Context: an optimization exercise on an open-source flow, tuned for small area. The choices shown serve that exercise and are no tape-out recipe.
Only simulation tests tie the RTL to the original design; equivalence was not proved.
Power and IR drop assume default switching activity.

Design cic_filter, start of the top module:
module cic_filter# (
parameter INPUT_DATA_WIDTH = 16,
parameter DECIMATION_RATIO_R = 2048,
parameter NUMBER_OF_STAGES_N = 5,
parameter OUTPUT_DATA_WIDTH = 32
)(
    input wire i_clk,
    input wire i_resetn,
    input wire signed [INPUT_DATA_WIDTH - 1 : 0] i_data,
    output wire o_clk,
    output reg signed [OUTPUT_DATA_WIDTH - 1 : 0] o_data
);
localparam W  = 71;      
localparam S0 = 11;      
localparam SW = 12;
localparam NS = 6;       
localparam QL = 260;     
localparam [W-1:0] K_B5 = 71'h0459c315ab030000;
localparam [W-1:0] P_S1 = 71'h040f37671356000000;
localparam [W-1:0] P_S2 = 71'h53d949b42000000000;
localparam [W-1:0] P_S3 = 71'h084007c00000000000;
localparam [W-1:0] P_S4 = 71'h5fe000000000000000;
localparam [4*W-1:0] P_S = {P_S4, P_S3, P_S2, P_S1};
function integer slc;
    input integer b;
    slc = (b < S0) ? 0 : 1 + (b - S0) / SW;
endfunction
function integer slo;
    input integer s;
    slo = (s == 0) ? 0 : S0 + (s - 1) * SW;
endfunction
reg [10:0] r_cnt;
always @(posedge i_clk or negedge i_resetn) begin
    if (~i_resetn) r_cnt <= 11'd0;
    else           r_cnt <= r_cnt + 11'd1;
end
assign o_clk = r_cnt[10];
reg r_ready, r_run;
always @(posedge i_clk or negedge i_resetn) begin
    if (~i_resetn) begin
        r_ready <= 1'b0;
        r_run   <= 1'b0;
    end else begin
        r_ready <= r_ready | r_cnt[9];
        r_run   <= 1'b1;
    end
end
reg [NS-1:0] r_dump;
always @(posedge i_clk)
    r_dump <= {r_dump[NS-2:0], r_cnt == 11'd1021};
localparam XH = 16 - S0;      
wire [15:0]  w_xu = {~i_data[15], i_data[14:0]};
reg [XH-1:0] r_xd1;           
always @(posedge i_clk or negedge i_resetn) begin
    if (~i_resetn) r_xd1 <= 0;
    else           r_xd1 <= w_xu[15:S0];
end
reg  [4*W-1:0] r_int;
reg  [W-1:0]   r_b5;
reg  [5*NS-1:0] r_cy;        
wire [5*W-1:0] w_acc = {r_b5, r_int};
wire [5*W-1:0] w_sum;
wire [5*W-1:0] w_co;
wire [NS-1:0]  w_keep = ~r_dump;
genvar gi, gb;
generate
    for (gi = 0; gi < 5; gi = gi + 1) begin : INT
        for (gb = 0; gb < W; gb = gb + 1) begin : BIT
            wire a, b, ci;
            if (gi == 4)
  ...
Size: ~1700 cells after synthesis, about 51 I/O pins, roughly 31000 µm² of cells after synthesis.
export LEC_CHECK = 0
export CAP_MARGIN = 20
export CORE_MARGIN = 2
export CORE_UTILIZATION = 40
export SLEW_MARGIN = 20
create_clock -name core_clock -period 6.0 [get_ports {i_clk}]
standard.sh (not shown) runs the stock make flow with config.mk's settings and CLKGATE_MAP_FILE= SYNTH_SCRIPT=/design/flow/synth_recipe.tcl, a recipe that flattens the netlist after the stock synthesis.
==> flow/flow/run.sh <==
#!/bin/bash
# Own layout flow: the standard ORFS flow, with
#  - the standard synthesis unchanged (bash standard.sh synth), followed by
#    fa_polarity.py, which only moves inverters around full-adder cells
#    (flip-flops untouched), and the netlist is read into the flow again;
#  - a clock tree of clkbuf_16 sink buffers on larger clusters, no dummy loads;
#  - the port buffers made with buf_1.
# Each tool's output goes to a log file in this folder.
set -euo pipefail
cd "$(dirname "$0")/.."
R="$PWD/orfs/results/$FLOW_PLATFORM/cic_filter/base"
CTS="-sink_clustering_enable -repair_clock_nets -buf_list sky130_fd_sc_hd__clkbuf_16"
CTS="$CTS -sink_clustering_size 28 -sink_clustering_max_diameter 120 -dont_use_dummy_load"
ARGS=("CTS_ARGS=$CTS" "BUFFER_PORTS_ARGS=-buffer_cell sky130_fd_sc_hd__buf_1")

bash standard.sh "${ARGS[@]}" synth > flow_synth.log 2>&1
cp "$R/1_2_yosys.v" "$R/1_2_yosys_standard.v"
python3 flow/fa_polarity.py "$R/1_2_yosys_standard.v" "$R/1_2_yosys.v" > flow_fa_polarity.log 2>&1
touch "$R/1_2_yosys.v"
bash standard.sh "${ARGS[@]}" finish > flow_layout.log 2>&1
test -f out/final.def
Other scripts of this flow, unchanged in this note and not shown: flow/flow/fa_polarity.py
Edit:
- CAP_MARGIN: 20 -> 0
- SLEW_MARGIN: 20 -> 0
The changed run completed with no timing, DRC or antenna violations.
Power does not change.
Critical path depth is unchanged.
Wire length is unchanged.

## port drivers added, routing unchanged
Ports are ideal in the flow. The routed layouts listed here were re-timed in OpenROAD.
Step 1 assumes that a clkbuf_16 drives the clock port and a buf_2 every other input.
Step 2 moves the port delays by t, midway between the first and last clock arrival at a register: inputs arrive t later, outputs are due t later. That takes back most of the time a late clock gives input paths.
a / b / c = ideal ports / drivers / drivers and shift; a / b = the first two.
| run | shift t [ns] | setup WS [ns] | worst slew at a driven data input, ns |
|---|---|---|---|
| the first run | 0.630 | 0.233 / 0.233 / 0.233 | 0.08 |
| the second run | 0.630 | 0.233 / 0.233 / 0.233 | 0.08 |
After both steps every run listed still meets setup and hold.
